Source: an optimization exercise on an open RTL-to-GDS flow (aim: small area). Production flows keep margins and buffers that such runs may drop.
In this exercise RTL edits were held to simulation tests only and were not proved equivalent to the original.

// fir
module fir (
    input        clk,
    input        rst_n,
    input        load_sw,
    input  [7:0] data_in,
    input  [7:0] coff_in,
    output [7:0] data_out
);
reg [7:0] coff [0:15];    
reg [7:0] smp  [0:15];    
integer i;
wire [7:0] cd0;
hold u_h0_0 (.l(load_sw), .q(coff[0][0]), .n(coff[1][0]), .d(cd0[0]));
hold u_h0_1 (.l(load_sw), .q(coff[0][1]), .n(coff[1][1]), .d(cd0[1]));
hold u_h0_2 (.l(load_sw), .q(coff[0][2]), .n(coff[1][2]), .d(cd0[2]));
hold u_h0_3 (.l(load_sw), .q(coff[0][3]), .n(coff[1][3]), .d(cd0[3]));
hold u_h0_4 (.l(load_sw), .q(coff[0][4]), .n(coff[1][4]), .d(cd0[4]));
hold u_h0_5 (.l(load_sw), .q(coff[0][5]), .n(coff[1][5]), .d(cd0[5]));
hold u_h0_6 (.l(load_sw), .q(coff[0][6]), .n(coff[1][6]), .d(cd0[6]));
hold u_h0_7 (.l(load_sw), .q(coff[0][7]), .n(coff[1][7]), .d(cd0[7]));
wire [7:0] cd1;
hold u_h1_0 (.l(load_sw), .q(coff[1][0]), .n(coff[2][0]), .d(cd1[0]));
hold u_h1_1 (.l(load_sw), .q(coff[1][1]), .n(coff[2][1]), .d(cd1[1]));
hold u_h1_2 (.l(load_sw), .q(coff[1][2]), .n(coff[2][2]), .d(cd1[2]));
hold u_h1_3 (.l(load_sw), .q(coff[1][3]), .n(coff[2][3]), .d(cd1[3]));
hold u_h1_4 (.l(load_sw), .q(coff[1][4]), .n(coff[2][4]), .d(cd1[4]));
  ...
Size in the first run: roughly 27 I/O pins, about 28,000 sq um of cells after synthesis.
clock: 7.0 ns
lec_check: 0
abc_area: 1
cap_margin: 10
core_margin: 2
core_utilization: 40
cts_cluster_diameter: 100
cts_cluster_size: 16
gpl_timing_driven: 0
slew_margin: 10
synth_hierarchical: 1
standard.sh (not shown) runs the stock make flow with config.mk's settings and CLKGATE_MAP_FILE= SYNTH_SCRIPT=/design/flow/synth_recipe.tcl, a recipe that flattens the netlist after the stock synthesis.
==> flow/flow/run.sh <==
#!/bin/bash
# Own layout flow: the standard flow (standard.sh) unchanged, except that
# synthesis maps the RTL helper modules onto single cells (cells_map.v):
# sel3 -> a222oi (y = ~(a1&b1 | a2&b2 | a3&b3)), hold -> mux2, dec -> nor2b/and2,
# which ABC does not find on its own.  Registers, their names and cell types are those
# of the standard synthesis.
set -euo pipefail
W=$(pwd)

# synthesis script: synth_recipe.tcl with one techmap step inserted right
# after ORFS's synthesis (while the hierarchy is still kept)
awk -v map="$W/flow/cells_map.v" -v top="$FLOW_TOP" '
  { print }
  /^source .*synth\.tcl/ { print "techmap -map " map " " top; n++ }
  END { if (n != 1) exit 1 }' synth_recipe.tcl > own_synth.tcl

# standard.sh with that synthesis script
sed "s#SYNTH_SCRIPT=[^ ]*synth_recipe.tcl#SYNTH_SCRIPT=$W/own_synth.tcl#" standard.sh > own_standard.sh
grep -q "SYNTH_SCRIPT=$W/own_synth.tcl" own_standard.sh

bash own_standard.sh synth > synth.log 2>&1
grep -q a222oi orfs/results/*/fir/base/1_2_yosys.v
# port buffers: the smallest buffer instead of ORFS's pick (clkdlybuf4s50_1)
# clock tree: ORFS's own CTS arguments (sink clustering from CTS_CLUSTER_SIZE
# and CTS_CLUSTER_DIAMETER in config.mk) without CTS's dummy balancing loads
CTS="-sink_clustering_enable -repair_clock_nets -sink_clustering_size 16 -sink_clustering_max_diameter 100 -dont_use_dummy_load"
bash own_standard.sh "BUFFER_PORTS_ARGS=-buffer_cell sky130_fd_sc_hd__buf_1" "CTS_ARGS=$CTS" finish > layout.log 2>&1
test -s out/final.def
==> flow/flow/cells_map.v <==
// Map the RTL's small helper modules onto single sky130 cells.

// y = ~((a1 & b1) | (a2 & b2) | (a3 & b3))
(* techmap_celltype = "sel3" *)
module _sel3_to_a222oi (a1, b1, a2, b2, a3, b3, y);
  input a1, b1, a2, b2, a3, b3;
  output y;
  sky130_fd_sc_hd__a222oi_1 _TECHMAP_REPLACE_ (
    .A1(a1), .A2(b1), .B1(a2), .B2(b2), .C1(a3), .C2(b3), .Y(y));
endmodule

// d = l ? q : n
(* techmap_celltype = "hold" *)
module _hold_to_mux2 (l, q, n, d);
  input l, q, n;
  output d;
  sky130_fd_sc_hd__mux2_1 _TECHMAP_REPLACE_ (.A0(n), .A1(q), .S(l), .X(d));
endmodule

// sa = xa & ~xb, sb = ~xa & xb, sab = xa & xb
(* techmap_celltype = "dec" *)
module _dec_to_cells (xa, xb, sa, sb, sab);
  input xa, xb;
  output sa, sb, sab;
  sky130_fd_sc_hd__nor2b_1 a (.A(xb), .B_N(xa), .Y(sa));
  sky130_fd_sc_hd__nor2b_1 b (.A(xa), .B_N(xb), .Y(sb));
  sky130_fd_sc_hd__and2_1 ab (.A(xa), .B(xb), .X(sab));
endmodule
Then changed:
--- a/flow/flow/run.sh
+++ b/flow/flow/run.sh
@@ -26 +26 @@
-CTS="-sink_clustering_enable -repair_clock_nets -sink_clustering_size 16 -sink_clustering_max_diameter 100 -dont_use_dummy_load"
+CTS="-sink_clustering_enable -repair_clock_nets -sink_clustering_size 26 -sink_clustering_max_diameter 100 -dont_use_dummy_load"
Settings changed: CAP_MARGIN 10 to 20, CTS_CLUSTER_SIZE 16 to 26, SLEW_MARGIN 10 to 20.
Effect: The changed run finished clean; clock-buffer cell count fell by 7; via count stays flat; final area fell by 0.59%; final cell count is about the same; die area is unchanged; setup slack got worse by 0.033 ns; core utilization fell by 0.25 points; clock skew rose by 0.031 ns; sequential share of layout area rose by 0.15 points.
Then changed:
--- a/flow/flow/run.sh
+++ b/flow/flow/run.sh
@@ -24,4 +24 @@
-# clock tree: ORFS's own CTS arguments (sink clustering from CTS_CLUSTER_SIZE
-# and CTS_CLUSTER_DIAMETER in config.mk) without CTS's dummy balancing loads
-CTS="-sink_clustering_enable -repair_clock_nets -sink_clustering_size 26 -sink_clustering_max_diameter 100 -dont_use_dummy_load"
-bash own_standard.sh "BUFFER_PORTS_ARGS=-buffer_cell sky130_fd_sc_hd__buf_1" "CTS_ARGS=$CTS" finish > layout.log 2>&1
+bash own_standard.sh "BUFFER_PORTS_ARGS=-buffer_cell sky130_fd_sc_hd__buf_1" finish > layout.log 2>&1
Settings changed: CTS_CLUSTER_DIAMETER 100 to default, CTS_CLUSTER_SIZE 26 to default.
Effect: Die area stays the same. Synthesized area stays the same. Cell count rises by about 2%. Wire length rises by 0.92%. Non-clock buffer count does not change. First-iteration DRC count falls by about 3.2%. Final area rises by 3.0%.
Then changed:
--- a/flow/flow/run.sh
+++ b/flow/flow/run.sh
@@ -24 +24,4 @@
-bash own_standard.sh "BUFFER_PORTS_ARGS=-buffer_cell sky130_fd_sc_hd__buf_1" finish > layout.log 2>&1
+# clock tree: ORFS's own CTS arguments (sink clustering from CTS_CLUSTER_SIZE
+# and CTS_CLUSTER_DIAMETER in config.mk) without CTS's dummy balancing loads
+CTS="-sink_clustering_enable -repair_clock_nets -sink_clustering_size 16 -sink_clustering_max_diameter 100 -dont_use_dummy_load"
+bash own_standard.sh "BUFFER_PORTS_ARGS=-buffer_cell sky130_fd_sc_hd__buf_1" "CTS_ARGS=$CTS" finish > layout.log 2>&1
Settings changed: CTS_CLUSTER_DIAMETER from default to 100, CTS_CLUSTER_SIZE from default to 16.
Result:
- routed wire length falls by about 0.5%
- final cell count falls by 1.6%
- sequential share of layout area rises by 0.59 points
- count of clock-buffer cells in the layout falls by 26
- critical path depth stays the same
- utilization falls by 1.1 points
- die area stays the same
Then changed:
--- a/flow/flow/run.sh
+++ b/flow/flow/run.sh
@@ -24,4 +24 @@
-# clock tree: ORFS's own CTS arguments (sink clustering from CTS_CLUSTER_SIZE
-# and CTS_CLUSTER_DIAMETER in config.mk) without CTS's dummy balancing loads
-CTS="-sink_clustering_enable -repair_clock_nets -sink_clustering_size 16 -sink_clustering_max_diameter 100 -dont_use_dummy_load"
-bash own_standard.sh "BUFFER_PORTS_ARGS=-buffer_cell sky130_fd_sc_hd__buf_1" "CTS_ARGS=$CTS" finish > layout.log 2>&1
+bash own_standard.sh "BUFFER_PORTS_ARGS=-buffer_cell sky130_fd_sc_hd__buf_1" finish > layout.log 2>&1
The new run produced a clean layout.
Final cell count rises by 0.79%.
Hold slack is about the same.
Global-route usage is about the same.
Flip-flop and latch count stays the same.
Setup slack loses 0.052 ns.
Via count rose by 0.34%.
Utilization rose by 0.31 points.
Count of clock-buffer cells in the layout came out higher by 16.

========
Setup of job 101:
fir, a different RTL version from the one above (not shown whole).
Size: roughly 0.034 mm^2 of cells after synthesis.
export LEC_CHECK = 0
export ABC_AREA = 1
export CAP_MARGIN = 20
export CORE_MARGIN = 2
export CORE_UTILIZATION = 50
export GPL_TIMING_DRIVEN = 0
export SLEW_MARGIN = 20
export SYNTH_HIERARCHICAL = 1
create_clock -name core_clock -period 7.0 [get_ports {clk}]
run.sh (not shown) runs the stock make flow with config.mk's settings and CLKGATE_MAP_FILE= SYNTH_SCRIPT=/design/flow/synth_recipe.tcl, a recipe that flattens the netlist after the stock synthesis.
Stock flow here: none of the scripts above is used.
Modified inputs, job 102 compared to job 101
Settings: changing CORE_UTILIZATION from 50 to 65.
Notes after the runs:
Final area went down slightly going from job 101 to job 102. The run showing the greater normalized max-slew margin is job 101.

========
fir, a different RTL version from the one above (not shown whole).
Size in the first run: about 27 I/O pins, about 28,000 um2 of cells after synthesis.
## fir
module fir (
    input        clk,
    input        rst_n,
    input        load_sw,
    input  [7:0] data_in,
    input  [7:0] coff_in,
    output [7:0] data_out
);
clock: 7.0 ns
lec_check: 0
abc_area: 1
cap_margin: 20
core_margin: 2
core_utilization: 40
gpl_timing_driven: 0
slew_margin: 20
synth_hierarchical: 1
standard.sh (not shown) runs the stock make flow with config.mk's settings and CLKGATE_MAP_FILE= SYNTH_SCRIPT=/design/flow/synth_recipe.tcl, a recipe that flattens the netlist after the stock synthesis.
==> flow/flow/run.sh <==
#!/bin/bash
# Own layout flow: the standard flow (standard.sh) unchanged, except that
# synthesis maps the RTL helper modules onto single cells (cells_map.v):
# sel3 -> a222oi (y = ~(a1&b1 | a2&b2 | a3&b3)), hold -> mux2, dec -> nor2b/and2,
# which ABC does not find on its own.  Registers, their names and cell types are those
# of the standard synthesis.
set -euo pipefail
W=$(pwd)

# synthesis script: synth_recipe.tcl with one techmap step inserted right
# after ORFS's synthesis (while the hierarchy is still kept)
awk -v map="$W/flow/cells_map.v" -v top="$FLOW_TOP" '
  { print }
  /^source .*synth\.tcl/ { print "techmap -map " map " " top; n++ }
  END { if (n != 1) exit 1 }' synth_recipe.tcl > own_synth.tcl

# standard.sh with that synthesis script
sed "s#SYNTH_SCRIPT=[^ ]*synth_recipe.tcl#SYNTH_SCRIPT=$W/own_synth.tcl#" standard.sh > own_standard.sh
grep -q "SYNTH_SCRIPT=$W/own_synth.tcl" own_standard.sh

bash own_standard.sh synth > synth.log 2>&1
grep -q a222oi orfs/results/*/fir/base/1_2_yosys.v
bash own_standard.sh finish > layout.log 2>&1
test -s out/final.def
Scripts as last shown in full above: flow/flow/cells_map.v
Edit:
- CORE_UTILIZATION: 40 -> 35
- CTS_BUF_LIST: unset -> sky130_fd_sc_hd__clkbuf_4 sky130_fd_sc_hd__clkbuf_8
- PLACE_DENSITY: unset -> 0.45
=> Worst hold slack loses 13 ps. Register-to-register slack loses 30 ps. Non-clock buffer count came out higher by 1. Die area came out higher by 14%. Cell area came out higher by 0.86%. Via count came out higher by 0.42%. Clock skew came out higher by 26 ps.

========
the previous run:
RTL: one of the versions met above, not the one the previous note started from.
For scale: ~28000 µm² of cells after synthesis.
export LEC_CHECK = 0
export ABC_AREA = 1
export CAP_MARGIN = 20
export CORE_MARGIN = 2
export CORE_UTILIZATION = 40
export CTS_CLUSTER_DIAMETER = 100
export CTS_CLUSTER_SIZE = 22
export GPL_TIMING_DRIVEN = 0
export SLEW_MARGIN = 20
export SYNTH_HIERARCHICAL = 1
create_clock -name core_clock -period 7.0 [get_ports {clk}]
==> flow/flow/run.sh <==
#!/bin/bash
# Own layout flow: the standard flow (standard.sh) unchanged, except that
# synthesis maps the RTL helper modules onto single cells (cells_map.v):
# sel3 -> a222oi (y = ~(a1&b1 | a2&b2 | a3&b3)), hold -> mux2, dec -> nor2b/and2,
# which ABC does not find on its own.  Registers, their names and cell types are those
# of the standard synthesis.
set -euo pipefail
W=$(pwd)

# synthesis script: synth_recipe.tcl with one techmap step inserted right
# after ORFS's synthesis (while the hierarchy is still kept)
awk -v map="$W/flow/cells_map.v" -v top="$FLOW_TOP" '
  { print }
  /^source .*synth\.tcl/ { print "techmap -map " map " " top; n++ }
  END { if (n != 1) exit 1 }' synth_recipe.tcl > own_synth.tcl

# standard.sh with that synthesis script
sed "s#SYNTH_SCRIPT=[^ ]*synth_recipe.tcl#SYNTH_SCRIPT=$W/own_synth.tcl#" standard.sh > own_standard.sh
grep -q "SYNTH_SCRIPT=$W/own_synth.tcl" own_standard.sh

bash own_standard.sh synth > synth.log 2>&1
grep -q a222oi orfs/results/*/fir/base/1_2_yosys.v
# port buffers: the smallest buffer instead of ORFS's pick (clkdlybuf4s50_1)
bash own_standard.sh "BUFFER_PORTS_ARGS=-buffer_cell sky130_fd_sc_hd__buf_1" finish > layout.log 2>&1
test -s out/final.def
Scripts as last shown in full above: flow/flow/cells_map.v
The previous run completed end to end with timing, DRC and antenna clean.
Modified inputs, the current run compared to the previous run
- a change of CTS_CLUSTER_SIZE from 22 to 28
==> comparison <==
- The current run — fmax about 1.1% lower, the previous run as reference
- In terms of filler cell count in the final layout, the current run and the previous run differ only marginally.
- Height of the die: the previous run vs the current run identical
- Delta (the current run minus the previous run): number of nets in the layout roughly the same, worst setup slack lower, summed area of non-filler cells in the final layout roughly the same.
- The current run went all the way through synthesis, placement and routing and the layout is clean on timing, DRC and antenna.
- The current run vs. the previous run: number of global-route vias before repair went down by 91.

static timing again, ports no longer ideal:
In the flow no input, the clock included, has a driving cell. The finished layouts below were timed again as built, in two steps.
Step 1 (the two cells are an assumption about what drives the block):
set clk [get_ports {clk}]
set_driving_cell -lib_cell sky130_fd_sc_hd__clkbuf_16 $clk
set_driving_cell -lib_cell sky130_fd_sc_hd__buf_2 [delete_from_list [all_inputs] $clk]
Step 2 also shifts input and output timing later by t, the mid clock arrival at the registers, as if the neighbouring blocks saw the same clock.
a / b / c = ideal ports / drivers / drivers and shift; a / b = the first two.
run	t, ns	setup slack, ns	latest minus earliest clock arrival (ns)	slew at the worst register clock pin (ns)	worst data-port slew with drivers (ns)
the first run of note 1	0.651	0.307 / 0.307 / 0.307	0.045 / 0.045	0.08 / 0.08	0.04
the second run of note 1	0.621	0.275 / 0.275 / 0.275	0.076 / 0.075	0.10 / 0.10	0.03
the third run of note 1	0.642	0.381 / 0.381 / 0.381	0.032 / 0.032	0.07 / 0.07	0.03
the fourth run of note 1	0.657	0.337 / 0.337 / 0.337	0.045 / 0.045	0.08 / 0.08	0.03
the fifth run of note 1	0.675	0.285 / 0.285 / 0.285	0.018 / 0.017	0.08 / 0.08	0.03
job 101	0.621	0.691 / 0.691 / 0.691	0.027 / 0.027	0.07 / 0.07	0.14
job 102	0.639	0.664 / 0.664 / 0.664	0.023 / 0.023	0.07 / 0.07	0.13
the first run of note 3	0.631	0.615 / 0.615 / 0.615	0.024 / 0.023	0.07 / 0.07	0.05
the second run of note 3	0.718	0.589 / 0.589 / 0.589	0.045 / 0.045	0.07 / 0.07	0.05
the previous run	0.657	0.302 / 0.302 / 0.302	0.022 / 0.023	0.10 / 0.10	0.03
the current run	0.639	0.228 / 0.228 / 0.228	0.029 / 0.029	0.11 / 0.11	0.03
After both steps every run listed still meets setup and hold.
